What follows belongs to an exercise in optimizing a design on an open flow for small area and a short achievable clock period; a production flow would make more cautious choices.
At most, simulation tests tie the RTL to the original design; equivalence was not proved.
For runs 4 to 8, only the layout was checked, not whether the RTL still works.
No activity file was given, so power comes from the tool's default toggle rates.

`flow/config.mk`:
```
export PLATFORM = sky130hd
export DESIGN_NAME = fpadder
export DESIGN_NICKNAME = fpadder
export VERILOG_FILES = /design/flow/design.v
export SDC_FILE = /design/flow/constraint.sdc
export NUM_CORES = 4
export LEC_CHECK = 0
export ABC_AREA = 1
export CAP_MARGIN = 20
export CORE_MARGIN = 2
export CORE_UTILIZATION = 40
export SETUP_SLACK_MARGIN = 1.9
export SLEW_MARGIN = 20
```
`flow/constraint.sdc`:
```
create_clock -name core_clock -period 3.8 [get_ports {clk_59}]
set_input_delay 0.7600 -clock core_clock [delete_from_list [all_inputs] [get_ports {clk_59}]]
set_output_delay 0.7600 -clock core_clock [all_outputs]
set_load 0.01 [all_outputs]
```
`flow/design.v`:
```
module fpadder( input [15:0] A_59, input [15:0] B_59, input clk_59, input rst_59, output reg [15:0] C_59);
function [1:0] cmp_gt;   
  input [14:0] a, b;
  reg [15:0] G, E;
  integer i, k;
  begin
    G = {1'b0, a & ~b};
    E = {1'b1, ~((a & ~b) | (~a & b))};
    for (k = 1; k < 16; k = k * 2)
      for (i = 0; i + k < 16; i = i + 2 * k) begin
        G[i] = G[i + k] | (E[i + k] & G[i]);
        E[i] = E[i + k] & E[i];
      end
    cmp_gt = {G[0], E[0]};
  end
endfunction
wire [1:0] c5  = cmp_gt({10'd0, A_59[14:10]}, {10'd0, B_59[14:10]});
wire [1:0] cf = cmp_gt({5'd0, A_59[9:0]}, {5'd0, B_59[9:0]});
wire [1:0] c15 = {c5[1] | (c5[0] & cf[1]), 1'b0};
wire       zero = ~|{A_59, B_59};
wire [4:0] dab = A_59[14:10] - B_59[14:10];
wire [4:0] dba = B_59[14:10] - A_59[14:10];
wire [4:0] d   = c5[1] ? dab : dba;
reg        agb1, sa1, sb1;
reg [4:0]  e1;
reg [9:0]  fa1, fb1;
reg [3:0]  sh1;
always @(posedge clk_59) begin
  agb1 <= c15[1];
  sa1  <= A_59[15];
  sb1  <= B_59[15];
  e1   <= c5[1] ? A_59[14:10] : B_59[14:10];
  fa1  <= A_59[9:0];
  fb1  <= B_59[9:0];
  sh1  <= d[3:0] | {4{d[4] | zero}};
end
wire [9:0]  fs  = agb1 ? fb1 : fa1;
wire        sub = sa1 ^ sb1;
wire [10:0] y   = ({1'b1, fs} >> sh1) ^ {11{sub}};
reg        s2, sub2;
reg [4:0]  e2;
reg [9:0]  fg2;
reg [10:0] y2;
always @(posedge clk_59) begin
  s2   <= agb1 ? sa1 : sb1;
  sub2 <= sub;
  e2   <= e1;
  fg2  <= agb1 ? fa1 : fb1;
  y2   <= y;
end
wire [11:0] S = {2'b01, fg2} + {sub2, y2} + {11'd0, sub2};
reg        s3;
reg [4:0]  e3;
reg [11:0] S3;
always @(posedge clk_59) begin
  s3 <= s2; e3 <= e2; S3 <= S;
end
reg [11:1] h;
reg [4:0]  adj;      
integer j;
always @(*) begin
  h = 11'd0;
  for (j = 1; j <= 11; j = j + 1)
    h[j] = S3[j] & ~|(S3[11:1] >> j);
  casez (S3[11:1])
    11'b1??????????: adj = 5'd1;
    11'b01?????????: adj = 5'd0;
    11'b001????????: adj = -5'd1;
    11'b0001???????: adj = -5'd2;
    11'b00001??????: adj = -5'd3;
    11'b000001?????: adj = -5'd4;
    11'b0000001????: adj = -5'd5;
    11'b00000001???: adj = -5'd6;
    11'b000000001??: adj = -5'd7;
    11'b0000000001?: adj = -5'd8;
    11'b00000000001: adj = -5'd9;
    default:         adj = 5'd0;
  endcase
end
wire [21:0] sp = {S3, 10'd0};
reg  [9:0]  frac;
integer k;
always @(*) begin
  frac = {9'd0, ~|S3[11:1] & S3[0]};
  for (k = 0; k < 10; k = k + 1)
    for (j = 1; j <= 11; j = j + 1)
      frac[k] = frac[k] | (h[j] & sp[j + k]);
end
always @(posedge clk_59) begin
  C_59 <= {s3, e3 + adj, frac};
end
endmodule
```
`flow/flow/run.sh`:
```
#!/bin/bash
# Standard layout with: ports buffered by plain buffers instead of delay cells;
# adders left to ABC instead of extracted into full/half-adder cells; a clock
# tree of smaller buffers without dummy loads; and
# the ABC area script mapping to a delay target (flow/abc.script).
set -euo pipefail
export BUFFER_PORTS_ARGS="-buffer_cell sky130_fd_sc_hd__buf_1"
export ADDER_MAP_FILE=
export CTS_ARGS="-sink_clustering_enable -repair_clock_nets -dont_use_dummy_load -root_buf sky130_fd_sc_hd__clkbuf_8 -buf_list sky130_fd_sc_hd__clkbuf_4 -sink_clustering_size 20"
mkdir -p scripts
for f in "$FLOW_HOME"/scripts/*; do ln -sfn "$f" scripts/; done
rm -f scripts/abc_area.script
cp flow/abc.script scripts/abc_area.script
export SCRIPTS_DIR="$PWD/scripts"
bash standard.sh > standard_flow.log 2>&1
```
`flow/flow/abc.script`:
```
strash
dch
map -D 950
topo
stime -c
buffer -c
upsize -c
dnsize -c
```
`flow/standard.sh`:
```
#!/bin/bash
# synth_recipe.tcl (not shown) runs the flow's synth.tcl, then flattens the netlist and writes it again
# the make line also repeats each setting of config.mk as NAME=value (left out here)
make -C /OpenROAD-flow-scripts/flow DESIGN_CONFIG=/design/flow/config.mk WORK_HOME=/design/flow/orfs CLKGATE_MAP_FILE= SYNTH_SCRIPT=/design/flow/synth_recipe.tcl "${@:-finish}"
```
==> flow_metrics.py, run 1 <==
metrics = {
    "setup_path": {
        "cp_num_cells": 10,
        "crit_type": "input port to flip-flop",
        "end_kind": "flip-flop",
        "reg2regPathDepth": 8,
        "path_cells": "buf_1, inv_1, nor2_1, nor2_4, nand2_2, o21ai_2, nand2_1, nand2_4, a21oi_4, o2111ai_1",
        "crit_fanout": 14,
        "start_kind": "input port",
        "cp_slowest_stage_delay_ns": 0.24,
        "cp_slowest_cell": "nor2_1",
        "critPathBufInv": 2,
        "required_ns": 4.02,
        "critical-path-top-delay-family": "simple AND/OR/NAND/NOR gates",
        "cp.arrival_ns": 2.04,
    },
    "final_layout": {
        "n_fill_cell": 1167,
        "final_common_cell": "dfxtp_1",
        "fin_nets": 668,
        "instances_no_fill": 775,
        "num_antenna_cells": 0,
        "drive_above_1_share_pct": 10.8,
        "syn2layout_area_growth_pct": 10.6,
        "final_cell_mix": "92 x dfxtp_1, 90 x nand2_1, 69 x inv_1",
    },
    "global_routing": {
        "met1_usage_pct": 19.4,
        "antenna_found_initial": 0,
        "overflow": 0,
        "grt_max_degree": 38,
        "grt_most_used_layer": "met2",
        "grt_pass1_wl_um": 16400,
        "met3_usage_pct": 3.88,
        "track_usage_pct": 16.2,
        "grt_pass1_vias": 3634,
        "use_met2_pct": 27.5,
    },
    "timing": {
        "setup_viol": 0,
        "slew_viol_final": 0,
        "hold_violations": 0,
        "fmax_mhz": 548,
        "rsz0062_at_grt": "yes",
        "finalCritPeriodShare_pct": 48.0,
        "skew_ns": 0.0221,
        "tns_ns": 0,
        "worst_pin_slew_ns": 0.443,
        "fin_crit_ns": 1.83,
        "slew_headroom_pct": 70.1,
    },
    "min_path": {
        "min_delay_path_depth": 0,
        "hp-class": "flip-flop to flip-flop",
    },
    "route": {
        "wire_per_inst_um": 12.4,
        "wl_um": 9600,
        "ant_nets": 0,
        "drt_iter0_markers": 134,
        "avgViaCountPerCell": 5.01,
        "dr.pass1.iters": 4,
        "via_count": 3881,
        "drc_errors": 0,
    },
    "die": {
        "core_area_sq_um": 11300,
        "dieArea_sq_um": 12400,
        "boundaryPins": 50,
        "dieWidth_um": 111,
        "rows": 39,
        "die_h_um": 111,
        "initial_core_util_pct": 40.6,
    },
    "synth": {
        "synth-async-reset-ratio_pct": 0,
        "synthTopCellsByArea": "dfxtp_1 41%, nand2_1 7.4%, xor2_1 6.5%",
        "synth_top_area_share_pct": 41.0,
        "yosysSeqAreaShare_pct": 41.0,
        "avgSynthCellArea_sq_um": 7.88,
        "netlist_area_sq_um": 4590,
        "ys_seq_elements": 94,
        "synth_edf_count": 0,
        "yosysWarnings": 1,
        "syn_nets": 617,
        "ys_types": 50,
        "ys.flop_type": "dfxtp_1",
        "synth_top_area_cell": "dfxtp_1",
        "netlist_instances": 583,
    },
    "place": {
        "gp_congestion": 0.908,
        "place_hpwl_um": 7600,
        "portBuffers": 48,
        "post-place-cells": 765,
    },
    "pwr": {
        "leakagePower_nw": 2.18,
        "peakVddDrop_mv": 0.243,
        "power_density_nw_per_um2": 665,
    },
    "clock_network": {
        "cts_buffer_depth": 2,
        "cts_buffers": 9,
        "postCtsHoldBufs": 0,
        "clkTransAtPathRegs_ns": 0.08,
        "cts_tree": "built",
        "insertion_delay_ns": 0.36,
        "root_buffer": "clkbuf_8",
        "htreeDepth": 3,
        "cts.sinks": 94,
    },
    "run_status": {
        "status": "timing/DRC/antenna clean",
    },
    "flow_run": {
        "maxCapViolCount": 0,
    },
}
-- cell usage after synthesis (2+ instances only) --
master      n
a211oi_1    2
nand2_1    90
o22ai_1    11
a221oi_1    7
xnor2_1     7
nand3_1    18
o21ai_0    51
nor2_4      8
a31oi_4     2
o21ai_2     4
o21bai_1    2
nor3_1      8
nor2_2      4
inv_1      69
nor2_1     55
xor2_1     34
buf_2       2
a22oi_1     3
o21ai_1     6
a21oi_2     4
inv_2       6
or2_2       2
nand2_2     4
o221ai_1    5
a21oi_1    33
dfxtp_1    94
nand3_2     2
nand4_1     6
nand4_2     4
nor4_1      8
buf_6       3
clkbuf_1    5
o2111ai_1   6
o211ai_1    2
-- what timing repair did --
item | CTS | global route
setup buffers | 0 | 1
setup endpoints to repair | 12 | 14
pin swaps | 0 | 2
resized for setup | 4 | 10
-- cells by family after synthesis --
family / share of synthesized area, %
AND/OR/NAND/NOR: 22.8
XOR/XNOR: 7.82
multiplexers: 0.218
flip-flops: 41.0
buffers and inverters: 7.93
AO/OA/AOI/OAI: 20.3
-- sequential cells by signal, summed over array words and instances (netlist names) --
| signal | flops |
|---|---|
| C_59 | 16 |
| S3 | 12 |
| agb1 | 1 |
| e1 | 5 |
| e2 | 5 |
| e3 | 5 |
| fa1 | 10 |
| fb1 | 10 |
| fg2 | 10 |
| s2 | 1 |
| s3 | 1 |
| sa1 | 1 |
| sb1 | 1 |
| sh1 | 4 |
| sub2 | 1 |
| y2 | 11 |
-- routing by layer --
metal / vias to the layer above / wire length, um
met5: - / 0
met4: 0 / 240
met3: 19 / 407
met2: 94 / 4730
met1: 1712 / 4220
li1: 2056 / -
-- path summary, 6_finish.rpt --
| kind | endpoint | startpoint | slack [ns] |
|---|---|---|---|
| max | sh1[2]$_DFF_P_ | B_59[12] | 1.97 |
| min | e3[2]$_DFF_P_ | e2[2]$_DFF_P_ | 0.33 |
| max reg2reg | C_59[14]$_DFF_P_ | S3[11]$_DFF_P_ | 2.08 |
| min reg2reg | e3[2]$_DFF_P_ | e2[2]$_DFF_P_ | 0.33 |
-- layout make-up --
type                            instances  area (sq um)  area share [%]
Tap cell                              143           179            3.52
Multi-Input combinational cell        401          2390            47.0
Clock buffer                            9           124            2.44
Timing Repair Buffer                   51           206            4.06
Inverter                               77           295            5.81
Sequential cell                        94          1890            37.1
-- through the flow --
step | instance area [sq um] | setup slack (ns) | hold slack, ns | util (%) | total power, mW
floorplan | 4590 | 1.94 | 0.310 | - | 2.54
global placement | 4900 | 1.47 | 0.310 | 43.3 | 2.90
detailed placement | 4900 | 1.44 | 0.312 | 43.3 | 2.89
CTS | 5040 | 1.91 | 0.330 | 44.5 | 3.40
global route | 5080 | 1.83 | 0.337 | 44.9 | 3.68
finish | 5080 | 1.97 | 0.328 | 44.9 | 3.38
-- power by group --
group / internal (mW) / switching (mW)
Combinational: 0.523 / 0.891
Clock: 0.212 / 0.287
Sequential: 1.25 / 0.218
Total: 1.99 / 1.40
-- worst register-to-register path, delay by kind of cell, from the launching register on --
kind	cells	cell delay [ns]
buffers and inverters	2	0.34
AO/OA/AOI/OAI	1	0.19
flip-flops	1	0.36
AND/OR/NAND/NOR	5	0.72
==> run 2: changes to the inputs <==
==> flow/flow/abc.script (replaced) <==
strash
dch
map -D 1200
topo
stime -c
buffer -c
upsize -c
dnsize -c
==> run 2 against run 1 <==
Against the previous run:
- still clean on timing, DRC and antenna
- combinational power hardly changed
- synthesized area is 8.5% lower
- critical path depth is 2 higher
- sequential cell count stayed put
- highest routed layer unchanged
- clock power hardly changed
- final cell count is 3.7% lower
==> flow_metrics.py, run 2 <==
metrics = {
    "route": {
        "wire_per_inst_um": 12.4,
        "avgViaCountPerCell": 5.02,
        "wl_um": 9220,
        "via_count": 3747,
        "ant_nets": 0,
        "wl_met3_um": 426,
        "wl_met1_um": 3960,
        "wl_met2_um": 4590,
        "drc_errors": 0,
        "dr.pass1.iters": 4,
        "top_layer": "met4",
        "drt_iter0_markers": 118,
    },
    "clock_network": {
        "cts_buffer_depth": 2,
        "cts_tree": "built",
        "cts.sinks": 94,
        "insertion_delay_ns": 0.35,
        "root_buffer": "clkbuf_8",
        "clkTransAtPathRegs_ns": 0.09,
        "htreeDepth": 3,
        "cts_buffers": 9,
        "postCtsHoldBufs": 0,
    },
    "synth": {
        "yosysWarnings": 1,
        "synth_most_common_cell": "dfxtp_1",
        "synth_edf_count": 0,
        "ys.flop_type": "dfxtp_1",
        "ys_seq_elements": 94,
        "synth_top_area_cell": "dfxtp_1",
        "syn_nets": 568,
        "netlist_area_sq_um": 4200,
        "ys_types": 46,
        "synthTopCellsByCount": "94 x dfxtp_1, 79 x nand2_1, 66 x inv_1, 61 x nor2_1, 39 x o21ai_0",
        "yosysSeqAreaShare_pct": 44.8,
        "netlist_instances": 534,
        "synth_top_area_share_pct": 44.8,
        "synthTopCellsByArea": "dfxtp_1 45%, nand2_1 7.1%, inv_1 5.9%",
        "synth-async-reset-ratio_pct": 0,
        "avgSynthCellArea_sq_um": 7.87,
    },
    "pwr": {
        "p_comb_share_pct": 41.7,
        "p_int_mw": 2.05,
        "p_sw_mw": 1.30,
        "peakVddDrop_mv": 0.283,
        "pwr-share-seq_pct": 43.4,
        "power_density_nw_per_um2": 646,
        "clockPowerShare_pct": 14.9,
        "netSwitchingFraction_pct": 38.8,
        "leakagePower_nw": 2.22,
    },
    "setup_path": {
        "crit_type": "input port to flip-flop",
        "start_kind": "input port",
        "critical-path-top-delay-family": "compound AO/OA/AOI/OAI gates",
        "cp_slowest_cell": "a31oi_4",
        "path_cells": "buf_6, inv_12, nor2_4, nor2_4, a21oi_2, o21ai_2, nand2_2, o21ai_4, o21ai_4, o221ai_2, a31oi_4, nand3_1",
        "required_ns": 4.02,
        "critPathBufInv": 2,
        "crit_fanout": 6,
        "rrSetupSlack_ns": 1.86,
        "cp.arrival_ns": 2.18,
        "cp_slowest_stage_delay_ns": 0.21,
        "end_kind": "flip-flop",
    },
    "final_layout": {
        "drive_above_1_share_pct": 21.1,
        "post-route-cell-area_sq_um": 5190,
        "largest-register": "C_59",
        "largestRegisters": "C_59: 16 flops, S3: 12 flops, y2: 11 flops",
        "final_cell_mix": "83 x dfxtp_1, 72 x nand2_1, 54 x inv_1",
        "num_antenna_cells": 0,
        "syn2layout_area_growth_pct": 23.4,
        "largest_reg_flops": 16,
        "fin_nets": 646,
        "final_common_cell": "dfxtp_1",
    },
    "die": {
        "dieWidth_um": 107,
        "die_h_um": 107,
        "initial_core_util_pct": 40.9,
        "core_area_sq_um": 10300,
        "boundaryPins": 50,
        "rows": 37,
        "dieArea_sq_um": 11300,
    },
    "timing": {
        "setup_viol": 0,
        "holdWs_ns": 0.315,
        "fmax_mhz": 508,
        "finalCritPeriodShare_pct": 51.8,
        "postLayoutSetupSlackWorst_ns": 1.83,
        "fin_crit_ns": 1.97,
        "rsz0062_at_grt": "yes",
        "slew_viol_final": 0,
        "slew_headroom_pct": 64.4,
        "hold_violations": 0,
        "tns_ns": 0,
        "worst_pin_slew_ns": 0.530,
        "skew_ns": 0.0226,
    },
    "global_routing": {
        "grt_pass1_wl_um": 14900,
        "overflow": 0,
        "grt_max_degree": 24,
        "grt_pass1_vias": 3456,
        "antenna_found_initial": 0,
        "track_usage_pct": 16.3,
    },
    "place": {
        "place_hpwl_um": 6750,
        "placed_area_sq_um": 4600,
        "portBuffers": 48,
        "gp_congestion": 0.932,
        "post-place-ws_ns": 1.05,
    },
    "flow_run": {
        "maxCapViolCount": 0,
    },
    "run_status": {
        "status": "timing/DRC/antenna clean",
    },
    "min_path": {
        "hp-class": "flip-flop to flip-flop",
    },
}
## run 2: cell types whose count changed in the layout (fill, tap and decap cells not counted), sizes merged, moves of 8 or more
cell    change
nand2      -13
inv         -8
a21oi      -11
o21ai      -15
buf        +26
nand3       -9
o221ai      +9
xor2        -9
## run 2: stage by stage
stage / cells / power, mW / utilization, %
6_report: 746 / 3.35 / 50.5
5_1_grt: 746 / 3.60 / 50.5
4_1_cts: 727 / 3.16 / 47.5
3_5_place_dp: 708 / 2.59 / 44.7
3_3_place_gp: 708 / 2.57 / 44.7
2_1_floorplan: 534 / 2.30 / -
## run 2: what timing repair did
item,4_1_cts,5_1_grt
pin swaps,12,29
endpoints found under the setup margin,22,20
setup buffers,10,19
resized for setup,31,54
hold endpoints to repair,0,0
## run 2: power by group through the flow
stage | Clock [mW] | Sequential [mW] | Combinational [mW]
2_1_floorplan | 0 | 1.42 | 0.877
3_3_place_gp | 0 | 1.43 | 1.14
3_5_place_dp | 0 | 1.43 | 1.16
4_1_cts | 0.519 | 1.42 | 1.22
5_1_grt | 0.555 | 1.49 | 1.55
6_report | 0.499 | 1.46 | 1.40
## run 2: kinds of logic (layout without fill, tap and decap cells)
| family | count (synthesis) | count (layout) | share of synthesized area [%] |
|---|---|---|---|
| AO/OA/AOI/OAI | 128 | 128 | 20.0 |
| buffers and inverters | 81 | 157 | 7.47 |
| AND/OR/NAND/NOR | 197 | 197 | 20.5 |
| XOR/XNOR | 30 | 30 | 6.25 |
| multiplexers | 4 | 4 | 0.982 |
| flip-flops | 94 | 94 | 44.8 |
## run 2: path summary, 6_finish.rpt
kind,from,to,cells after the start
min,e1[0]$_DFF_P_,e2[0]$_DFF_P_,0
max,A_59[13],sh1[3]$_DFF_P_,12
min reg2reg,e1[0]$_DFF_P_,e2[0]$_DFF_P_,0
max reg2reg,S3[11]$_DFF_P_,C_59[8]$_DFF_P_,9
## run 2: area by class of cell
type                       instances  area [sq um]
tap                              136           170
multi-input combinational        359          2250
fill                            1005          5090
clock buffer                       9           124
timing repair buffer              79           449
inverter                          69           289
sequential                        94          1910
## run 2: layer usage
layer  global-route usage (%)  up-vias
met1                     19.6     1655
met3                     3.68       21
met5                        0        -
met2                     28.3      109
li1                         -     1962
met4                     6.12        0
==> run 3: changes to the inputs <==
==> flow/flow/abc.script (replaced) <==
strash
dch
map -D 1100
topo
stime -c
buffer -c
upsize -c
dnsize -c
==> run 3 against run 2 <==
Against the previous run:
- still clean on timing, DRC and antenna
- via count shrank 0.24%
- fmax grew 5.4%
- die area grew 2.0%
- synthesized area grew 2.1%
- clock power grew 3%
- setup slack gained 0.10 ns
- sequential cell count is the same
- first-iteration DRC count shrank 5.9%
- worst hold slack gained 0.0075 ns
- final cell count shrank 1.5%
- critical path type is now flip-flop to flip-flop
==> flow_metrics.py, run 3 <==
metrics = {
    "setup_path": {
        "cp.arrival_ns": 2.10,
        "path_cells": "inv_1, nand2_1, o21ai_1, nand3_2, nand2_1, inv_1, nor2_1, nand3_1, o2111ai_1, nand2_1",
        "reg2reg_from": "S3[6]$_DFF_P_",
        "end_kind": "flip-flop",
        "crit_type": "flip-flop to flip-flop",
        "start_kind": "flip-flop",
        "r2r_end": "C_59[14]$_DFF_P_",
        "crit_fanout": 5,
        "cp_slowest_stage_delay_ns": 0.35,
        "reg2regPathDepth": 10,
        "required_ns": 4.03,
        "timing.critical_path.mode_cell": "nand2_1",
        "rrSetupSlack_ns": 1.93,
        "cp_slowest_cell": "dfxtp_2",
    },
    "route": {
        "dr.pass1.iters": 4,
        "via_count": 3738,
        "drt_iter0_markers": 111,
        "drc_errors": 0,
        "wire_per_inst_um": 13.1,
        "ant_nets": 0,
        "wl_um": 9630,
        "avgViaCountPerCell": 5.09,
    },
    "place": {
        "place_hpwl_um": 7270,
        "portBuffers": 48,
        "post-place-cells": 722,
        "placed_area_sq_um": 4650,
        "gp_congestion": 0.905,
        "post-place-ws_ns": 1.51,
    },
    "pwr": {
        "power_density_nw_per_um2": 662,
        "leakagePower_nw": 2.12,
        "total_power_mw": 3.27,
        "peakVddDrop_mv": 0.220,
    },
    "timing": {
        "postLayoutSetupSlackWorst_ns": 1.93,
        "fmax_mhz": 536,
        "setup_viol": 0,
        "tns_ns": 0,
        "fin_crit_ns": 1.87,
        "slew_viol_final": 0,
        "rsz0062_at_grt": "yes",
        "finalCritPeriodShare_pct": 49.1,
        "skew_ns": 0.0291,
        "hold_violations": 0,
        "slew_headroom_pct": 69.5,
        "worst_pin_slew_ns": 0.454,
    },
    "synth": {
        "syn_nets": 581,
        "synth_most_common_cell": "dfxtp_1",
        "ys.flop_type": "dfxtp_1",
        "netlist_area_sq_um": 4290,
        "synthTopCellsByCount": "94 x dfxtp_1, 90 x nand2_1, 63 x inv_1, 57 x nor2_1, 41 x o21ai_0",
        "avgSynthCellArea_sq_um": 7.85,
        "ys_types": 52,
        "synth-async-reset-ratio_pct": 0,
        "synth_top_area_cell": "dfxtp_1",
        "yosysSeqAreaShare_pct": 43.8,
        "synth_edf_count": 0,
        "synth_top_area_share_pct": 43.8,
        "yosysWarnings": 1,
        "ys_seq_elements": 94,
        "synthTopCellsByArea": "dfxtp_1 44%, nand2_1 7.9%, inv_1 5.5%",
        "netlist_instances": 547,
    },
    "clock_network": {
        "htreeDepth": 3,
        "postCtsHoldBufs": 0,
        "clkTransAtPathRegs_ns": 0.09,
        "cts_buffers": 9,
        "root_buffer": "clkbuf_8",
        "cts.sinks": 94,
        "cts_tree": "built",
        "insertion_delay_ns": 0.36,
        "cts_buffer_depth": 2,
    },
    "flow_run": {
        "maxCapViolCount": 0,
    },
    "final_layout": {
        "syn2layout_area_growth_pct": 15.0,
        "final_common_cell": "dfxtp_1",
        "largestRegisters": "C_59: 16 flops, S3: 12 flops, y2: 11 flops",
        "num_antenna_cells": 0,
        "post-route-cell-area_sq_um": 4940,
        "largest-register": "C_59",
        "fin_nets": 635,
        "final_cell_mix": "86 x dfxtp_1, 84 x nand2_1, 57 x inv_1",
        "largest_reg_flops": 16,
        "instances_no_fill": 735,
        "drive_above_1_share_pct": 14.9,
    },
    "global_routing": {
        "grt_max_degree": 34,
        "grt_pass1_wl_um": 15800,
        "grt_pass1_vias": 3459,
        "antenna_found_initial": 0,
        "overflow": 0,
        "track_usage_pct": 17.2,
    },
    "min_path": {
        "hp-class": "flip-flop to flip-flop",
        "min_delay_path_depth": 0,
        "min-delay-start": "e1[0]$_DFF_P_",
        "worst_hold_path.endpoint": "e2[0]$_DFF_P_",
    },
    "die": {
        "initial_core_util_pct": 41.4,
        "dieArea_sq_um": 11600,
        "core_area_sq_um": 10400,
        "die_h_um": 108,
        "dieWidth_um": 108,
        "rows": 37,
        "boundaryPins": 50,
    },
    "run_status": {
        "status": "timing/DRC/antenna clean",
    },
}
[run 3: cell types whose count changed after synthesis, moves of 4 or more]
cell,change
and2_1,-4
clkbuf_1,-5
inv_2,+6
nand2_1,+11
nor2_1,-4
o21ai_1,+7
[run 3: kinds of logic (layout without fill, tap and decap cells)]
| kind of cell | after synthesis | in the layout | synth area share, % |
|---|---|---|---|
| AND/OR/NAND/NOR | 204 | 204 | 21.6 |
| AO/OA/AOI/OAI | 132 | 132 | 20.1 |
| flip-flops | 94 | 94 | 43.8 |
| buffers and inverters | 83 | 135 | 7.40 |
| XOR/XNOR | 30 | 30 | 6.12 |
| multiplexers | 4 | 4 | 0.962 |
[run 3: repair_timing]
| action | in CTS | in global routing |
|---|---|---|
| buffers inserted | 0 | 4 |
| gates resized for setup | 5 | 37 |
| pin swaps | 0 | 7 |
| endpoints found under the setup margin | 4 | 18 |
[run 3: layout make-up]
type	count	area (sq um)
Multi-Input combinational cell	370	2240
Clock buffer	9	124
Inverter	72	273
Sequential cell	94	1890
Timing Repair Buffer	54	244
Tap cell	136	170
Fill cell	1045	5430
[run 3: power by group]
| part | switching, mW | internal, mW |
|---|---|---|
| clock network | 0.302 | 0.213 |
| registers | 0.206 | 1.25 |
| logic | 0.817 | 0.477 |
| total | 1.33 | 1.94 |
[run 3: worst max-delay path by stage]
stage,from,end,cells past startpoint
6_report,S3[6]$_DFF_P_,C_59[14]$_DFF_P_,10
5_1_grt,S3[11]$_DFF_P_,C_59[14]$_DFF_P_,10
4_1_cts,B_59[13],sh1[3]$_DFF_P_,11
3_5_place_dp,A_59[13],sh1[3]$_DFF_P_,11
3_3_place_gp,A_59[13],sh1[3]$_DFF_P_,11
2_1_floorplan,A_59[12],sh1[3]$_DFF_P_,10
[run 3: per-stage QoR]
step	hold WS (ns)	util [%]
2_1_floorplan	0.310	-
3_3_place_gp	0.310	44.8
3_5_place_dp	0.312	44.8
4_1_cts	0.327	46.1
5_1_grt	0.335	47.6
6_report	0.322	47.6
[run 3: metal layers]
| metal | track usage, % | vias up | part of all wire (%) |
|---|---|---|---|
| met3 | 3.81 | 12 | 3.9 |
| met4 | 5.86 | 0 | 1.5 |
| li1 | - | 1960 | - |
| met5 | 0 | - | 0 |
| met1 | 20.0 | 1688 | 43 |
| met2 | 30.9 | 78 | 51 |
[run 3: worst max-delay path, delay by kind of cell, from the launching register on]
family                 cells  cell delay (ns)
AND/OR/NAND/NOR            6             0.73
AO/OA/AOI/OAI              2             0.49
buffers and inverters      2             0.19
flip-flops                 1             0.35
==> run 4: changes to the inputs <==
--- a/flow/design.v
+++ b/flow/design.v
@@ -17,14 +17,13 @@
 wire [1:0] c5  = cmp_gt({10'd0, A_59[14:10]}, {10'd0, B_59[14:10]});
 wire [1:0] cf = cmp_gt({5'd0, A_59[9:0]}, {5'd0, B_59[9:0]});
 wire [1:0] c15 = {c5[1] | (c5[0] & cf[1]), 1'b0};
-wire       zero = ~|{A_59, B_59};
 wire [4:0] dab = A_59[14:10] - B_59[14:10];
 wire [4:0] dba = B_59[14:10] - A_59[14:10];
 wire [4:0] d   = c5[1] ? dab : dba;
 reg        agb1, sa1, sb1;
 reg [4:0]  e1;
 reg [9:0]  fa1, fb1;
-reg [3:0]  sh1;
+reg [4:0]  d1;
 always @(posedge clk_59) begin
   agb1 <= c15[1];
   sa1  <= A_59[15];
@@ -32,11 +31,12 @@
   e1   <= c5[1] ? A_59[14:10] : B_59[14:10];
   fa1  <= A_59[9:0];
   fb1  <= B_59[9:0];
-  sh1  <= d[3:0] | {4{d[4] | zero}};
+  d1   <= d;
 end
+wire        zero = ~|{sa1, sb1, e1, fa1, fb1};
 wire [9:0]  fs  = agb1 ? fb1 : fa1;
 wire        sub = sa1 ^ sb1;
-wire [10:0] y   = ({1'b1, fs} >> sh1) ^ {11{sub}};
+wire [10:0] y   = (d1[4] ? 11'd0 : {~zero, fs} >> d1[3:0]) ^ {11{sub}};
 reg        s2, sub2;
 reg [4:0]  e2;
 reg [9:0]  fg2;
==> flow/flow/abc.script (replaced) <==
strash
dch
map -D 900
topo
stime -c
buffer -c
upsize -c
dnsize -c
==> run 4 against run 3 <==
Against the previous run:
- still clean on timing, DRC and antenna
- total power up 0.68%
- fmax is 6.1% higher
- clock-buffer cell count is the same
- worst hold slack improved by 0.011 ns
- first-iteration DRC count grew 140%
- die area rose by 8.8%
- cell area is 5.2% higher
- global-route usage fell by 0.35 points
- final cell count grew 11%
- combinational power hardly changed
- largest power group unchanged
==> flow_metrics.py, run 4 <==
metrics = {
    "run_status": {
        "status": "timing/DRC/antenna clean",
    },
    "synth": {
        "netlist_area_sq_um": 4680,
        "synthTopCellsByCount": "130 x nand2_1, 95 x dfxtp_1, 77 x inv_1, 56 x nor2_1, 53 x o21ai_0",
        "ys.flop_type": "dfxtp_1",
        "synth-async-reset-ratio_pct": 0,
        "synth_top_area_cell": "dfxtp_1",
        "synthTopCellsByArea": "dfxtp_1 41%, nand2_1 10%, inv_1 6.2%",
        "netlist_instances": 628,
        "ys_types": 58,
        "syn_nets": 662,
        "ys_seq_elements": 95,
        "synth_top_area_share_pct": 40.6,
        "avgSynthCellArea_sq_um": 7.46,
        "synth_edf_count": 0,
        "yosysSeqAreaShare_pct": 40.6,
        "yosysWarnings": 1,
        "synth_most_common_cell": "nand2_1",
    },
    "final_layout": {
        "final_cell_mix": "129 x nand2_1, 90 x dfxtp_1, 76 x inv_1",
        "instances_no_fill": 817,
        "largestRegisters": "C_59: 16 flops, S3: 12 flops, y2: 11 flops",
        "final_common_cell": "nand2_1",
        "largest_reg_flops": 16,
        "drive_above_1_share_pct": 8.31,
        "syn2layout_area_growth_pct": 10.9,
        "fin_nets": 710,
        "largest-register": "C_59",
        "num_antenna_cells": 0,
    },
    "clock_network": {
        "cts_buffers": 9,
        "clkTransAtPathRegs_ns": 0.09,
        "cts_tree": "built",
        "postCtsHoldBufs": 0,
        "root_buffer": "clkbuf_8",
        "cts_buffer_depth": 2,
        "htreeDepth": 3,
        "insertion_delay_ns": 0.37,
        "cts.sinks": 95,
    },
    "timing": {
        "tns_ns": 0,
        "worst_pin_slew_ns": 0.524,
        "slew_headroom_pct": 65.0,
        "setup_viol": 0,
        "holdWs_ns": 0.334,
        "skew_ns": 0.0194,
        "rsz0062_at_grt": "no",
        "hold_violations": 0,
        "slew_viol_final": 0,
        "fin_crit_ns": 1.76,
        "finalCritPeriodShare_pct": 46.3,
        "fmax_mhz": 568,
    },
    "global_routing": {
        "grt_pass1_wl_um": 17300,
        "grt_pass1_vias": 3756,
        "track_usage_pct": 16.8,
        "antenna_found_initial": 0,
        "overflow": 0,
        "grt_max_degree": 36,
    },
    "route": {
        "wl_um": 10300,
        "dr.pass1.iters": 5,
        "wl_met3_um": 490,
        "wire_per_inst_um": 12.6,
        "wl_met2_um": 4790,
        "drc_errors": 0,
        "wl_met1_um": 4860,
        "avgViaCountPerCell": 5.10,
        "ant_nets": 0,
        "drt_iter0_markers": 267,
        "top_layer": "met4",
        "via_count": 4164,
    },
    "setup_path": {
        "crit_fanout": 7,
        "crit_type": "flip-flop to flip-flop",
        "reg2reg_from": "S3[11]$_DFF_P_",
        "start_kind": "flip-flop",
        "r2r_end": "C_59[14]$_DFF_P_",
        "required_ns": 4.07,
        "cp.arrival_ns": 2.03,
        "rrSetupSlack_ns": 2.04,
        "end_kind": "flip-flop",
        "reg2regPathDepth": 8,
    },
    "min_path": {
        "min_delay_path_depth": 0,
        "worst_hold_path.endpoint": "e3[2]$_DFF_P_",
        "min-delay-start": "e2[2]$_DFF_P_",
        "hp-class": "flip-flop to flip-flop",
    },
    "pwr": {
        "leakagePower_nw": 2.31,
        "clockPowerShare_pct": 15.6,
        "p_comb_share_pct": 38.6,
        "p_sw_mw": 1.37,
        "peakVddDrop_mv": 0.245,
        "p_int_mw": 1.92,
        "power_density_nw_per_um2": 634,
        "pwr-share-seq_pct": 45.8,
        "netSwitchingFraction_pct": 41.5,
    },
    "die": {
        "rows": 39,
        "die_h_um": 112,
        "dieArea_sq_um": 12600,
        "boundaryPins": 50,
        "core_area_sq_um": 11400,
        "dieWidth_um": 112,
        "initial_core_util_pct": 41.0,
    },
    "place": {
        "portBuffers": 48,
        "post-place-cells": 807,
        "place_hpwl_um": 8080,
        "gp_congestion": 0.927,
    },
    "flow_run": {
        "maxCapViolCount": 0,
    },
}
run 4: routing by layer:
metal  vias up  track usage [%]
li1       2207                -
met1      1847             22.2
met2        97             26.9
met3        13             3.89
met4         0             6.42
met5         -                0
run 4: power by group through the flow:
| stage | Combinational [mW] | Clock (mW) | Sequential, mW |
|---|---|---|---|
| 4_1_cts | 1.25 | 0.535 | 1.50 |
| 6_report | 1.27 | 0.515 | 1.51 |
| 3_5_place_dp | 1.24 | 0 | 1.52 |
| 5_1_grt | 1.43 | 0.568 | 1.54 |
| 3_3_place_gp | 1.24 | 0 | 1.52 |
| 2_1_floorplan | 0.970 | 0 | 1.46 |
run 4: worst max-delay path by stage:
| stage | startpoint | end | slack (ns) | depth (start not counted) |
|---|---|---|---|---|
| final | S3[11]$_DFF_P_ | C_59[14]$_DFF_P_ | 2.04 | 8 |
| after detailed placement | agb1$_DFF_P_ | y2[0]$_DFF_P_ | 1.52 | 7 |
| after global placement | agb1$_DFF_P_ | y2[0]$_DFF_P_ | 1.56 | 7 |
| after global routing | S3[7]$_DFF_P_ | C_59[14]$_DFF_P_ | 1.91 | 8 |
| after floorplan | B_59[12] | agb1$_DFF_P_ | 1.95 | 9 |
| after CTS | d1[0]$_DFF_P_ | y2[2]$_DFF_P_ | 1.91 | 6 |
run 4: cells by family (layout without fill, tap and decap cells):
group	Yosys count	in the layout	share of synthesized area (%)
adder cells (fa/ha/maj)	1	1	0.214
XOR/XNOR	29	29	5.42
AND/OR/NAND/NOR	258	258	25.7
buffers and inverters	96	142	7.88
flip-flops	95	95	40.6
multiplexers	2	2	0.427
AO/OA/AOI/OAI	147	147	19.7
run 4: timing repair:
item,CTS,global route
resized for setup,5,13
setup buffers,0,1
endpoints found under the setup margin,10,10
hold endpoints to repair,0,0
run 4: metrics by stage:
step	utilization [%]	total power, mW	setup slack (ns)	cell area (sq um)
after floorplan	-	2.43	1.95	4680
after global placement	43.8	2.76	1.56	5000
after detailed placement	43.8	2.76	1.52	5000
after CTS	45.0	3.28	1.91	5130
after global routing	45.5	3.54	1.91	5190
final	45.5	3.29	2.04	5190
run 4: area by class of cell:
| class | instances | area, sq um |
|---|---|---|
| Clock buffer | 9 | 124 |
| Timing Repair Buffer | 51 | 209 |
| Fill cell | 1194 | 6220 |
| Tap cell | 143 | 179 |
| Sequential cell | 95 | 1910 |
| Inverter | 82 | 309 |
| Multi-Input combinational cell | 437 | 2460 |
run 4: worst max-delay path, stage by stage (launching register included):
cell	delay, ns
dfxtp_1	0.41
nor2_4	0.25
nand2_4	0.12
nor2_4	0.15
o21ai_2	0.11
nand4_1	0.18
nand4_1	0.16
o211ai_1	0.21
nand2_1	0.07
==> run 5: changes to the inputs <==
==> flow/flow/abc.script (replaced) <==
strash
dch
map -D 1000
topo
stime -c
buffer -c
upsize -c
dnsize -c
==> run 5 against run 4 <==
Against the previous run:
- worst hold slack got worse by 0.0038 ns
- die area down 2.4%
- fmax is 2.1% lower
- register-to-register slack about the same
- cell area shrank 1.1%
- combinational power is 9% higher
- clock skew about the same
- clock power shrank 3%
- wire length shrank 6.2%
==> flow_metrics.py, run 5 <==
metrics = {
    "min_path": {
        "hp-class": "flip-flop to flip-flop",
    },
    "synth": {
        "synth_top_area_cell": "dfxtp_1",
        "ys.flop_type": "dfxtp_1",
        "synth-async-reset-ratio_pct": 0,
        "ys_types": 47,
        "synthTopCellsByCount": "110 x nand2_1, 95 x dfxtp_1, 72 x inv_1, 72 x nor2_1, 56 x o21ai_0",
        "yosysWarnings": 1,
        "synth_edf_count": 0,
        "yosysSeqAreaShare_pct": 41.6,
        "avgSynthCellArea_sq_um": 7.51,
        "ys_seq_elements": 95,
        "netlist_instances": 608,
        "synth_top_area_share_pct": 41.6,
        "synthTopCellsByArea": "dfxtp_1 42%, nand2_1 9.0%, o21ai_0 6.1%",
        "syn_nets": 642,
        "netlist_area_sq_um": 4570,
        "synth_most_common_cell": "nand2_1",
    },
    "timing": {
        "tns_ns": 0,
        "slew_viol_final": 0,
        "setup_viol": 0,
        "slew_headroom_pct": 62.1,
        "rsz0062_at_grt": "yes",
        "fmax_mhz": 557,
        "skew_ns": 0.0191,
        "finalCritPeriodShare_pct": 47.3,
        "hold_violations": 0,
        "fin_crit_ns": 1.80,
        "worst_pin_slew_ns": 0.561,
    },
    "clock_network": {
        "htreeDepth": 3,
        "cts_buffer_depth": 2,
        "root_buffer": "clkbuf_8",
        "insertion_delay_ns": 0.36,
        "cts_buffers": 9,
        "cts.sinks": 95,
        "clkTransAtPathRegs_ns": 0.08,
        "cts_tree": "built",
        "postCtsHoldBufs": 0,
    },
    "die": {
        "die_h_um": 111,
        "dieArea_sq_um": 12300,
        "rows": 39,
        "boundaryPins": 50,
        "initial_core_util_pct": 40.5,
        "dieWidth_um": 111,
        "core_area_sq_um": 11300,
    },
    "final_layout": {
        "drive_above_1_share_pct": 10.3,
        "post-route-cell-area_sq_um": 5140,
        "final_cell_mix": "110 x nand2_1, 88 x dfxtp_1, 71 x inv_1",
        "seqCellArea_sq_um": 1910,
        "multi_input_area_sq_um": 2360,
        "largestRegisters": "C_59: 16 flops, S3: 12 flops, y2: 11 flops",
        "syn2layout_area_growth_pct": 12.5,
        "instances_no_fill": 805,
        "num_antenna_cells": 0,
        "largest-register": "C_59",
        "n_fill_cell": 1165,
        "largest_reg_flops": 16,
        "final_common_cell": "nand2_1",
        "fin_nets": 698,
    },
    "route": {
        "wl_um": 9690,
        "avgViaCountPerCell": 4.98,
        "via_count": 4011,
        "drt_iter0_markers": 214,
        "drc_errors": 0,
        "dr.pass1.iters": 5,
        "wire_per_inst_um": 12.0,
        "ant_nets": 0,
    },
    "pwr": {
        "peakVddDrop_mv": 0.284,
        "power_density_nw_per_um2": 650,
        "pwr-share-seq_pct": 43.7,
        "leakagePower_nw": 2.26,
        "clockPowerShare_pct": 15.0,
        "p_sw_mw": 1.35,
        "p_comb_share_pct": 41.3,
        "netSwitchingFraction_pct": 40.5,
        "p_int_mw": 1.99,
    },
    "setup_path": {
        "crit_type": "input port to flip-flop",
        "cp.arrival_ns": 2.05,
        "crit_fanout": 6,
        "start_kind": "input port",
        "required_ns": 4.05,
        "end_kind": "flip-flop",
    },
    "place": {
        "post-place-cells": 788,
        "gp_congestion": 0.874,
        "portBuffers": 48,
        "placed_area_sq_um": 4870,
        "place_hpwl_um": 7600,
    },
    "global_routing": {
        "track_usage_pct": 15.9,
        "grt_pass1_vias": 3635,
        "overflow": 0,
        "grt_pass1_wl_um": 16100,
        "grt_max_degree": 34,
        "antenna_found_initial": 0,
    },
    "flow_run": {
        "maxCapViolCount": 0,
    },
    "run_status": {
        "status": "timing/DRC/antenna clean",
    },
}
run 5: cell families (layout without fill, tap and decap cells):
logic type	after synthesis	in the layout	synth area share, %
buf+inv	93	147	8.08
mux	3	3	0.658
compound gates	138	138	18.2
flops	95	95	41.6
xor+xnor	35	35	6.71
simple gates	244	244	24.7
run 5: timing repair:
action / CTS / global route
pin swaps: 0 / 6
gates cloned: 0 / 0
endpoints found under the hold margin: 0 / 0
setup buffers: 0 / 8
setup endpoints to repair: 19 / 17
gates resized for setup: 4 / 22
run 5: path summary, 6_finish.rpt:
path         depth (start not counted)  slack [ns]          endpoint           from
max                                  8        2.00     d1[3]$_DFF_P_       A_59[13]
min                                  0        0.33  C_59[15]$_DFF_P_     s3$_DFF_P_
max reg2reg                          9        2.03  C_59[13]$_DFF_P_  S3[9]$_DFF_P_
min reg2reg                          0        0.33  C_59[15]$_DFF_P_     s3$_DFF_P_
run 5: critical path, stage by stage:
cell and delay [ns]:
buf_1 0.09, inv_1 0.07, nor2_2 0.05, nor4_2 0.39, nand2_1 0.18, a31oi_4 0.25
buf_4 0.17, o21ai_0 0.08
run 5: cell type report:
type	instances	share of cell area, %
well taps	143	3.48
multi-input cells	420	45.9
repair buffers	57	4.94
flip-flops and latches	95	37.2
clock buffers	9	2.41
inverters	81	6.04
run 5: power groups by stage:
stage	logic, mW	registers [mW]	clock network, mW
3_3_place_gp	1.32	1.47	0
2_1_floorplan	1.02	1.45	0
3_5_place_dp	1.32	1.47	0
4_1_cts	1.33	1.45	0.523
5_1_grt	1.54	1.49	0.568
6_report	1.38	1.46	0.500
run 5: metal layers:
metal	routed length, um	GRT usage, %	share of wire (%)	vias up
li1	-	-	-	2130
met1	4230	17.9	44	1783
met2	4880	28.9	50	80
met3	402	3.66	4.2	18
met4	175	6.33	1.8	0
met5	0	0	0	-
run 5: per-stage QoR:
step	worst slack, ns	hold WS, ns	total power, mW	utilization, %
2_1_floorplan	1.92	0.310	2.46	-
3_5_place_dp	1.35	0.312	2.79	43.2
5_1_grt	1.84	0.336	3.60	45.6
4_1_cts	1.92	0.333	3.30	44.5
6_report	2.00	0.330	3.34	45.6
3_3_place_gp	1.38	0.309	2.79	43.2
==> run 6: changes to the inputs <==
--- a/flow/design.v
+++ b/flow/design.v
@@ -19,21 +19,20 @@
 wire [1:0] c15 = {c5[1] | (c5[0] & cf[1]), 1'b0};
 wire [4:0] dab = A_59[14:10] - B_59[14:10];
 wire [4:0] dba = B_59[14:10] - A_59[14:10];
-wire [4:0] d   = c5[1] ? dab : dba;
-reg        agb1, sa1, sb1;
-reg [4:0]  e1;
+reg        agb1, egt1, sa1, sb1;
+reg [4:0]  ea1, d1;
 reg [9:0]  fa1, fb1;
-reg [4:0]  d1;
 always @(posedge clk_59) begin
   agb1 <= c15[1];
+  egt1 <= c5[1];
   sa1  <= A_59[15];
   sb1  <= B_59[15];
-  e1   <= c5[1] ? A_59[14:10] : B_59[14:10];
+  ea1  <= A_59[14:10];
   fa1  <= A_59[9:0];
   fb1  <= B_59[9:0];
-  d1   <= d;
+  d1   <= c5[1] ? dab : dba;    
 end
-wire        zero = ~|{sa1, sb1, e1, fa1, fb1};
+wire        zero = ~|{sa1, sb1, ea1, d1, fa1, fb1};
 wire [9:0]  fs  = agb1 ? fb1 : fa1;
 wire        sub = sa1 ^ sb1;
 wire [10:0] y   = (d1[4] ? 11'd0 : {~zero, fs} >> d1[3:0]) ^ {11{sub}};
@@ -44,7 +43,7 @@
 always @(posedge clk_59) begin
   s2   <= agb1 ? sa1 : sb1;
   sub2 <= sub;
-  e2   <= e1;
+  e2   <= egt1 ? ea1 : ea1 + d1;
   fg2  <= agb1 ? fa1 : fb1;
   y2   <= y;
 end
==> run 6 against run 5 <==
Against the previous run:
- clock power grew 2%
- clock skew grew 0.0069 ns
- sequential cell count grew 1
- sequential share of layout area grew 0.54 points
- die area grew 0.85%
- cell area shrank 0.34%
- critical endpoint is now C_59[14]$_DFF_P_
- largest power group unchanged
- highest routed layer unchanged
==> flow_metrics.py, run 6 <==
metrics = {
    "global_routing": {
        "grt_pass1_vias": 3859,
        "overflow": 0,
        "grt_pass1_wl_um": 16500,
        "antenna_found_initial": 0,
        "grt_max_degree": 35,
        "track_usage_pct": 16.3,
    },
    "final_layout": {
        "largestRegisters": "C_59: 16 flops, S3: 12 flops, y2: 11 flops",
        "largest-register": "C_59",
        "seqCellArea_sq_um": 1930,
        "largest_reg_flops": 16,
        "drive_above_1_share_pct": 8.66,
        "fin_nets": 694,
        "final_cell_mix": "109 x nand2_1, 90 x dfxtp_1, 78 x inv_1",
        "syn2layout_area_growth_pct": 11.2,
        "n_fill_cell": 1187,
        "multi_input_area_sq_um": 2360,
        "final_common_cell": "nand2_1",
        "post-route-cell-area_sq_um": 5120,
        "num_antenna_cells": 0,
    },
    "route": {
        "drt_iter0_markers": 161,
        "ant_nets": 0,
        "avgViaCountPerCell": 5.05,
        "via_count": 4046,
        "wire_per_inst_um": 12.3,
        "drc_errors": 0,
        "dr.pass1.iters": 5,
        "wl_um": 9890,
    },
    "setup_path": {
        "critical-path-top-delay-family": "simple AND/OR/NAND/NOR gates",
        "r2r_end": "C_59[14]$_DFF_P_",
        "start_kind": "flip-flop",
        "timing.critical_path.mode_cell": "nand2_1",
        "cp_slowest_cell": "dfxtp_1",
        "end_kind": "flip-flop",
        "cp_slowest_stage_delay_ns": 0.35,
        "critPathBufInv": 2,
        "rrSetupSlack_ns": 2.02,
        "cp-startpoint": "S3[6]$_DFF_P_",
        "cp.arrival_ns": 2.05,
        "path_cells": "nor2_2, inv_2, o31ai_4, nand2_1, nand2_1, inv_1, nor2_1, nand4_1, nand3b_1, nand2_1",
        "crit_end": "C_59[14]$_DFF_P_",
        "reg2regPathDepth": 10,
        "cp_num_cells": 10,
        "crit_type": "flip-flop to flip-flop",
        "required_ns": 4.07,
        "reg2reg_from": "S3[6]$_DFF_P_",
        "crit_fanout": 5,
    },
    "synth": {
        "synth_top_area_share_pct": 41.7,
        "synth_most_common_cell": "nand2_1",
        "netlist_area_sq_um": 4610,
        "ys_seq_elements": 96,
        "avgSynthCellArea_sq_um": 7.58,
        "netlist_instances": 608,
        "ys_types": 52,
        "synth-async-reset-ratio_pct": 0,
        "synthTopCellsByArea": "dfxtp_1 42%, nand2_1 9.0%, inv_1 6.6%",
        "syn_nets": 642,
        "yosysWarnings": 1,
        "yosysSeqAreaShare_pct": 41.7,
        "synth_edf_count": 0,
        "ys.flop_type": "dfxtp_1",
        "synthTopCellsByCount": "110 x nand2_1, 96 x dfxtp_1, 81 x inv_1, 64 x nor2_1, 54 x o21ai_0",
        "synth_top_area_cell": "dfxtp_1",
    },
    "place": {
        "gp_congestion": 0.907,
        "portBuffers": 48,
        "placed_area_sq_um": 4920,
        "place_hpwl_um": 7720,
    },
    "timing": {
        "tns_ns": 0,
        "fin_crit_ns": 1.78,
        "holdWs_ns": 0.329,
        "hold_violations": 0,
        "slew_viol_final": 0,
        "rsz0062_at_grt": "no",
        "skew_ns": 0.0260,
        "fmax_mhz": 563,
        "worst_pin_slew_ns": 0.738,
        "setup_viol": 0,
        "slew_headroom_pct": 50.4,
        "finalCritPeriodShare_pct": 46.8,
    },
    "clock_network": {
        "postCtsHoldBufs": 0,
        "htreeDepth": 3,
        "cts_tree": "built",
        "cts_buffer_depth": 2,
        "root_buffer": "clkbuf_8",
        "insertion_delay_ns": 0.38,
        "clkTransAtPathRegs_ns": 0.08,
        "cts_buffers": 9,
        "cts.sinks": 96,
    },
    "die": {
        "boundaryPins": 50,
        "die_h_um": 111,
        "dieWidth_um": 111,
        "dieArea_sq_um": 12400,
        "core_area_sq_um": 11300,
        "rows": 39,
        "initial_core_util_pct": 40.7,
    },
    "min_path": {
        "min-delay-start": "e2[1]$_DFF_P_",
        "hp-class": "flip-flop to flip-flop",
    },
    "pwr": {
        "leakagePower_nw": 2.27,
        "total_power_mw": 3.36,
        "power_density_nw_per_um2": 657,
        "peakVddDrop_mv": 0.284,
    },
    "run_status": {
        "status": "timing/DRC/antenna clean",
    },
    "flow_run": {
        "maxCapViolCount": 0,
    },
}
[run 6: cells by family (layout without fill, tap and decap cells)]
kind of cell	after synthesis	after routing	synth area share (%)
xor+xnor	37	37	7.03
flops	96	96	41.7
mux	1	1	0.217
buf+inv	95	145	8.07
simple gates	245	245	24.8
compound gates	134	134	18.2
[run 6: power by group]
group          switching, mW  internal (mW)  total [mW]
registers              0.224           1.28        1.50
logic                  0.853          0.500        1.35
clock network          0.296          0.212       0.509
total                   1.37           1.99        3.36
[run 6: through the flow]
stage	util [%]	setup WS, ns	cells
after CTS	44.6	1.92	799
after global placement	43.5	1.55	790
final	45.2	2.02	801
after floorplan	-	1.91	608
after global routing	45.2	1.91	801
after detailed placement	43.5	1.52	790
[run 6: layout make-up]
class	count	area share (%)
sequential	96	37.8
inverter	85	6.30
clock buffer	9	2.42
timing repair buffer	51	3.96
multi-input combinational	417	46.1
tap	143	3.49
[run 6: how the worst min path moves through the flow]
stage / end / cells past startpoint / slack (ns)
3_5_place_dp: e3[0]$_DFF_P_ / 0 / 0.31
2_1_floorplan: C_59[15]$_DFF_P_ / 0 / 0.31
4_1_cts: e3[0]$_DFF_P_ / 0 / 0.33
3_3_place_gp: s3$_DFF_P_ / 0 / 0.31
6_report: e3[1]$_DFF_P_ / 0 / 0.33
5_1_grt: e3[2]$_DFF_P_ / 0 / 0.34
[run 6: routing by layer]
metal / track usage (%) / vias to the layer above / wire (um)
met4: 8.31 / 0 / 303
met3: 3.66 / 22 / 421
met2: 30.6 / 109 / 5110
li1: - / 2119 / -
met5: 0 / - / 0
met1: 17.0 / 1796 / 4040
[run 6: timing repair]
action,in CTS,in global routing
setup endpoints to repair,10,16
buffers inserted,0,2
gates resized for setup,2,22
pin swaps,0,1
==> run 7: changes to the inputs <==
==> flow/flow/abc.script (replaced) <==
strash
dch
map -D 900
topo
stime -c
buffer -c
upsize -c
dnsize -c
==> run 7 against run 6 <==
Against the previous run:
- largest power group unchanged
- critical endpoint is now C_59[13]$_DFF_P_
- global-route usage is 1.5 points higher
- still clean on timing, DRC and antenna
- core utilization is 0.36 points higher
- sequential share of layout area fell by 0.78 points
==> flow_metrics.py, run 7 <==
metrics = {
    "global_routing": {
        "overflow": 0,
        "grt_pass1_wl_um": 18500,
        "grt_max_degree": 33,
        "antenna_found_initial": 0,
        "track_usage_pct": 17.8,
        "grt_pass1_vias": 4007,
    },
    "route": {
        "avgViaCountPerCell": 5.06,
        "wire_per_inst_um": 12.7,
        "dr.pass1.iters": 4,
        "ant_nets": 0,
        "wl_um": 10600,
        "drc_errors": 0,
        "via_count": 4239,
        "drt_iter0_markers": 200,
    },
    "final_layout": {
        "post-route-cell-area_sq_um": 5230,
        "final_cell_mix": "137 x nand2_1, 88 x dfxtp_1, 80 x inv_1",
        "n_fill_cell": 1198,
        "fin_nets": 731,
        "syn2layout_area_growth_pct": 10.5,
        "largestRegisters": "C_59: 16 flops, S3: 12 flops, y2: 11 flops",
        "drive_above_1_share_pct": 7.19,
        "largest-register": "C_59",
        "num_antenna_cells": 0,
        "fin_util_pct": 45.6,
        "largest_reg_flops": 16,
        "final_common_cell": "nand2_1",
    },
    "pwr": {
        "p_sw_mw": 1.38,
        "leakagePower_nw": 2.37,
        "peakVddDrop_mv": 0.276,
        "pwr-share-seq_pct": 45.3,
        "p_comb_share_pct": 39.3,
        "total_power_mw": 3.36,
        "netSwitchingFraction_pct": 41.3,
        "power_density_nw_per_um2": 642,
        "p_int_mw": 1.97,
        "clockPowerShare_pct": 15.4,
    },
    "setup_path": {
        "timing.critical_path.mode_cell": "nand4_2",
        "required_ns": 4.05,
        "cp_slowest_cell": "dfxtp_2",
        "crit_type": "flip-flop to flip-flop",
        "cp_slowest_stage_delay_ns": 0.37,
        "start_kind": "flip-flop",
        "critPathBufInv": 0,
        "end_kind": "flip-flop",
        "critical-path-top-delay-family": "simple AND/OR/NAND/NOR gates",
        "path_cells": "nor2_4, nand4_2, nand3b_4, nand4_2, a31oi_4, o2111ai_2, nand2_1",
        "crit_fanout": 8,
        "cp.arrival_ns": 1.99,
    },
    "synth": {
        "netlist_area_sq_um": 4730,
        "synth_edf_count": 0,
        "yosysSeqAreaShare_pct": 40.6,
        "synth_top_area_share_pct": 40.6,
        "netlist_instances": 648,
        "synth_top_area_cell": "dfxtp_1",
        "synth-async-reset-ratio_pct": 0,
        "ys_types": 54,
        "ys_seq_elements": 96,
        "syn_nets": 682,
        "synthTopCellsByArea": "dfxtp_1 41%, nand2_1 11%, inv_1 6.6%",
        "synthTopCellsByCount": "138 x nand2_1, 96 x dfxtp_1, 83 x inv_1, 70 x nor2_1, 58 x o21ai_0",
        "ys.flop_type": "dfxtp_1",
        "yosysWarnings": 1,
        "avgSynthCellArea_sq_um": 7.30,
        "synth_most_common_cell": "nand2_1",
    },
    "die": {
        "core_area_sq_um": 11500,
        "rows": 39,
        "dieWidth_um": 113,
        "initial_core_util_pct": 41.3,
        "die_h_um": 113,
        "dieArea_sq_um": 12700,
        "boundaryPins": 50,
    },
    "timing": {
        "setup_viol": 0,
        "tns_ns": 0,
        "slew_headroom_pct": 57.4,
        "postLayoutSetupSlackWorst_ns": 2.05,
        "fmax_mhz": 573,
        "slew_viol_final": 0,
        "rsz0062_at_grt": "no",
        "fin_crit_ns": 1.75,
        "worst_pin_slew_ns": 0.634,
        "finalCritPeriodShare_pct": 45.9,
        "skew_ns": 0.0174,
        "hold_violations": 0,
    },
    "clock_network": {
        "cts.sinks": 96,
        "root_buffer": "clkbuf_8",
        "cts_buffers": 9,
        "insertion_delay_ns": 0.37,
        "cts_tree": "built",
        "cts_buffer_depth": 2,
        "clkTransAtPathRegs_ns": 0.08,
        "htreeDepth": 3,
    },
    "place": {
        "post-place-ws_ns": 1.62,
        "place_hpwl_um": 8400,
        "gp_congestion": 0.876,
        "placed_area_sq_um": 5020,
        "portBuffers": 48,
    },
    "run_status": {
        "status": "timing/DRC/antenna clean",
    },
    "flow_run": {
        "maxCapViolCount": 0,
    },
    "min_path": {
        "hp-class": "flip-flop to flip-flop",
    },
}
-- run 7: power groups by stage --
| stage | clock (mW) | sequential, mW | combinational, mW |
|---|---|---|---|
| after floorplan | 0 | 1.46 | 1.01 |
| after global placement | 0 | 1.53 | 1.27 |
| after detailed placement | 0 | 1.53 | 1.27 |
| after CTS | 0.541 | 1.51 | 1.28 |
| after global routing | 0.585 | 1.56 | 1.51 |
| final | 0.516 | 1.52 | 1.32 |
-- run 7: per-stage QoR --
stage                     std cells  hold slack [ns]
after detailed placement        827            0.312
final                           838            0.328
after global routing            838            0.339
after global placement          827            0.310
after floorplan                 648            0.310
after CTS                       836            0.330
-- run 7: worst paths after layout --
path             startpoint               end  slack, ns  cells past startpoint
min reg2reg   e2[3]$_DFF_P_     e3[3]$_DFF_P_       0.33                      0
max          S3[11]$_DFF_P_  C_59[13]$_DFF_P_       2.05                      7
max reg2reg  S3[11]$_DFF_P_  C_59[13]$_DFF_P_       2.05                      7
min           e2[3]$_DFF_P_     e3[3]$_DFF_P_       0.33                      0
-- run 7: final cells by class --
class,count,area [sq um],share of cell area (%)
clock buffer,9,124,2.37
inverter,85,324,6.20
multi-input combinational,454,2460,47.1
sequential,96,1930,37.0
tap,143,179,3.42
timing repair buffer,51,203,3.88
-- run 7: logic make-up after synthesis --
group | after synthesis | synth area share [%]
AND/OR/NAND/NOR | 269 | 24.5
adder cells (fa/ha/maj) | 2 | 0.449
flip-flops | 96 | 40.6
AO/OA/AOI/OAI | 147 | 19.5
buffers and inverters | 98 | 8.33
XOR/XNOR | 36 | 6.66
-- run 7: routing by layer --
| metal | wire, um | track usage (%) | vias up |
|---|---|---|---|
| met3 | 317 | 3.05 | 24 |
| met1 | 4670 | 21.0 | 1875 |
| met4 | 329 | 8.94 | 0 |
| met5 | 0 | 0 | - |
| met2 | 5290 | 31.3 | 92 |
| li1 | - | - | 2248 |
-- run 7: what timing repair did --
action | in CTS | in global routing
hold buffers | 0 | 0
buffers inserted | 0 | 2
gates resized for setup | 6 | 19
setup endpoints to repair | 10 | 11
pin swaps | 0 | 1
hold endpoints to repair | 0 | 0
==> run 8: changes to the inputs <==
==> flow/flow/abc.script (replaced) <==
strash
dch
map -D 950
topo
stime -c
buffer -c
upsize -c
dnsize -c
==> run 8 against run 7 <==
Against the previous run:
- critical path type unchanged
- global-route usage decreased by 1.3 points
- clock skew shrank 0.0064 ns
- core utilization unchanged
- clock power fell by 0.8%
- fmax down 1.8%
- via count down 4.1%
- final cell count fell by 2.9%
- sequential power is essentially flat
- synthesized area down 0.19%
==> flow_metrics.py, run 8 <==
metrics = {
    "run_status": {
        "status": "timing/DRC/antenna clean",
    },
    "synth": {
        "yosysSeqAreaShare_pct": 40.7,
        "yosysWarnings": 1,
        "synth-async-reset-ratio_pct": 0,
        "netlist_instances": 622,
        "synthTopCellsByArea": "dfxtp_1 41%, nand2_1 10%, inv_1 7.1%",
        "ys.flop_type": "dfxtp_1",
        "synth_top_area_cell": "dfxtp_1",
        "synth_most_common_cell": "nand2_1",
        "synth_edf_count": 0,
        "avgSynthCellArea_sq_um": 7.60,
        "syn_nets": 656,
        "netlist_area_sq_um": 4720,
        "ys_types": 53,
        "synth_top_area_share_pct": 40.7,
        "synthTopCellsByCount": "130 x nand2_1, 96 x dfxtp_1, 89 x inv_1, 51 x nor2_1, 49 x o21ai_0",
        "ys_seq_elements": 96,
    },
    "pwr": {
        "peakVddDrop_mv": 0.287,
        "leakagePower_nw": 2.38,
        "power_density_nw_per_um2": 651,
        "total_power_mw": 3.40,
    },
    "setup_path": {
        "reg2regPathDepth": 9,
        "cp.arrival_ns": 2.03,
        "start_kind": "flip-flop",
        "crit_fanout": 6,
        "end_kind": "flip-flop",
        "r2r_end": "C_59[14]$_DFF_P_",
        "reg2reg_from": "S3[7]$_DFF_P_",
        "rrSetupSlack_ns": 2.02,
        "crit_type": "flip-flop to flip-flop",
        "required_ns": 4.06,
    },
    "clock_network": {
        "cts_buffers": 9,
        "cts_tree": "built",
        "insertion_delay_ns": 0.37,
        "cts_buffer_depth": 2,
        "postCtsHoldBufs": 0,
        "cts.sinks": 96,
        "root_buffer": "clkbuf_8",
        "htreeDepth": 3,
        "clkTransAtPathRegs_ns": 0.08,
    },
    "final_layout": {
        "final_common_cell": "nand2_1",
        "drive_above_1_share_pct": 8.79,
        "fin_nets": 707,
        "fin_util_pct": 45.6,
        "num_antenna_cells": 0,
        "largest_reg_flops": 16,
        "largestRegisters": "C_59: 16 flops, S3: 12 flops, y2: 11 flops",
        "syn2layout_area_growth_pct": 10.7,
        "post-route-cell-area_sq_um": 5230,
        "instances_no_fill": 814,
        "largest-register": "C_59",
        "final_cell_mix": "127 x nand2_1, 90 x dfxtp_1, 88 x inv_1",
    },
    "die": {
        "dieWidth_um": 113,
        "rows": 39,
        "boundaryPins": 50,
        "die_h_um": 113,
        "initial_core_util_pct": 41.2,
        "core_area_sq_um": 11500,
        "dieArea_sq_um": 12700,
    },
    "global_routing": {
        "antenna_found_initial": 0,
        "track_usage_pct": 16.5,
        "overflow": 0,
        "grt_max_degree": 43,
        "grt_pass1_wl_um": 16900,
        "grt_pass1_vias": 3802,
    },
    "place": {
        "post-place-ws_ns": 1.71,
        "post-place-cells": 803,
        "place_hpwl_um": 8040,
        "gp_congestion": 0.920,
        "portBuffers": 48,
        "placed_area_sq_um": 5040,
    },
    "timing": {
        "hold_violations": 0,
        "fmax_mhz": 563,
        "rsz0062_at_grt": "yes",
        "finalCritPeriodShare_pct": 46.8,
        "slew_viol_final": 0,
        "slew_headroom_pct": 62.1,
        "fin_crit_ns": 1.78,
        "worst_pin_slew_ns": 0.567,
        "holdWs_ns": 0.329,
        "skew_ns": 0.0110,
        "postLayoutSetupSlackWorst_ns": 2.02,
        "tns_ns": 0,
        "setup_viol": 0,
    },
    "route": {
        "via_count": 4066,
        "ant_nets": 0,
        "drc_errors": 0,
        "drt_iter0_markers": 221,
        "dr.pass1.iters": 4,
        "avgViaCountPerCell": 5.00,
        "wl_um": 10100,
        "wire_per_inst_um": 12.4,
    },
    "min_path": {
        "min_delay_path_depth": 0,
        "min-delay-start": "e2[2]$_DFF_P_",
        "worst_hold_path.endpoint": "e3[2]$_DFF_P_",
        "hp-class": "flip-flop to flip-flop",
    },
    "flow_run": {
        "maxCapViolCount": 0,
    },
}
==> run 8: cell types whose count changed after synthesis, moves of 4 or more <==
cell      change
nor2_1       -19
o21ai_0       -9
nand2_1       -8
nand3_1       -8
a21oi_1       -7
inv_1         +6
a221oi_1      +4
==> run 8: routing by layer <==
metal  global-route usage, %  vias up  routed length [um]
met1                    18.7     1811                4370
met4                    7.56        0                 252
met3                    4.21       22                 402
li1                        -     2150                   -
met2                    29.1       83                5060
met5                       0        -                   0
==> run 8: report_power, final <==
part	internal (mW)	leakage, nW	switching [mW]
Combinational	0.512	1.51	0.854
Clock	0.212	0.0647	0.299
Sequential	1.28	0.810	0.245
Total	2.00	2.38	1.40
==> run 8: critical path: stages, from the launching register on <==
cell	delay [ns]
dfxtp_1	0.36
nor2_2	0.17
inv_2	0.10
o31ai_4	0.23
buf_4	0.19
nand3_1	0.18
a31oi_2	0.23
o21ai_1	0.09
nand2_1	0.07
nand2_1	0.04
==> run 8: worst max-delay path by stage <==
stage | from | end | slack (ns) | depth (start not counted)
after floorplan | B_59[12] | d1[1]$_DFF_P_ | 2.00 | 9
after global placement | A_59[12] | d1[1]$_DFF_P_ | 1.74 | 10
after detailed placement | A_59[12] | d1[1]$_DFF_P_ | 1.71 | 10
after CTS | S3[6]$_DFF_P_ | C_59[14]$_DFF_P_ | 1.91 | 8
after global routing | S3[7]$_DFF_P_ | C_59[13]$_DFF_P_ | 1.89 | 9
final | S3[7]$_DFF_P_ | C_59[14]$_DFF_P_ | 2.02 | 9
==> run 8: area by class of cell <==
class	count	area (sq um)
fillers	1144	6240
multi-input cells	420	2430
inverters	95	360
clock buffers	9	124
repair buffers	51	206
well taps	143	179
flip-flops and latches	96	1930
==> run 8: cell families after synthesis <==
| group | count (synthesis) | synth area share (%) |
|---|---|---|
| AOI/OAI and AO/OA | 135 | 18.8 |
| xor gates and xnor gates | 39 | 7.23 |
| adders and majority gates | 1 | 0.212 |
| buffers and inverters | 106 | 8.63 |
| DFF | 96 | 40.7 |
| muxes | 1 | 0.212 |
| and+or+nand+nor | 244 | 24.2 |
==> run 8: what timing repair did <==
action / in CTS / in global routing
endpoints found under the setup margin: 2 / 11
pin swaps: 0 / 2
setup buffers: 0 / 2
gates resized for setup: 2 / 16

-- port drivers added, routing unchanged --
How much do the figures lean on ideal ports? The routed layouts below were timed once more, with nothing changed but the port constraints.
Step 1 (the two cells are an assumption about what drives the block):
set clk [get_ports {clk_59}]
set_driving_cell -lib_cell sky130_fd_sc_hd__clkbuf_16 $clk
set_driving_cell -lib_cell sky130_fd_sc_hd__buf_2 [delete_from_list [all_inputs] $clk]
Step 2 adds t to the input delays and takes it off the output delays; t is the mean of the earliest and latest rising clock arrival at the registers after step 1. Input paths then give back, and output paths get back, about the clock's delay inside the block.
a / b / c = ideal ports / drivers / drivers and shift; a / b = the first two.
run | t, ns | slack for setup (ns) | cell pins on the clock port's net
run 1 | 0.380 | 1.975 / 1.985 / 1.605 | 1
run 2 | 0.367 | 1.833 / 1.827 / 1.459 | 1
run 3 | 0.380 | 1.933 / 1.933 / 1.582 | 1
run 4 | 0.393 | 2.041 / 2.041 / 1.731 | 1
run 5 | 0.384 | 2.003 / 2.014 / 1.630 | 1
run 6 | 0.402 | 2.022 / 2.022 / 1.706 | 1
run 7 | 0.393 | 2.055 / 2.055 / 1.817 | 1
run 8 | 0.394 | 2.023 / 2.023 / 1.763 | 1
After both steps every run listed still meets setup and hold. The setup slack of run 2, which loses most, moves by -0.006 ns with the drivers and by -0.374 ns with both steps.
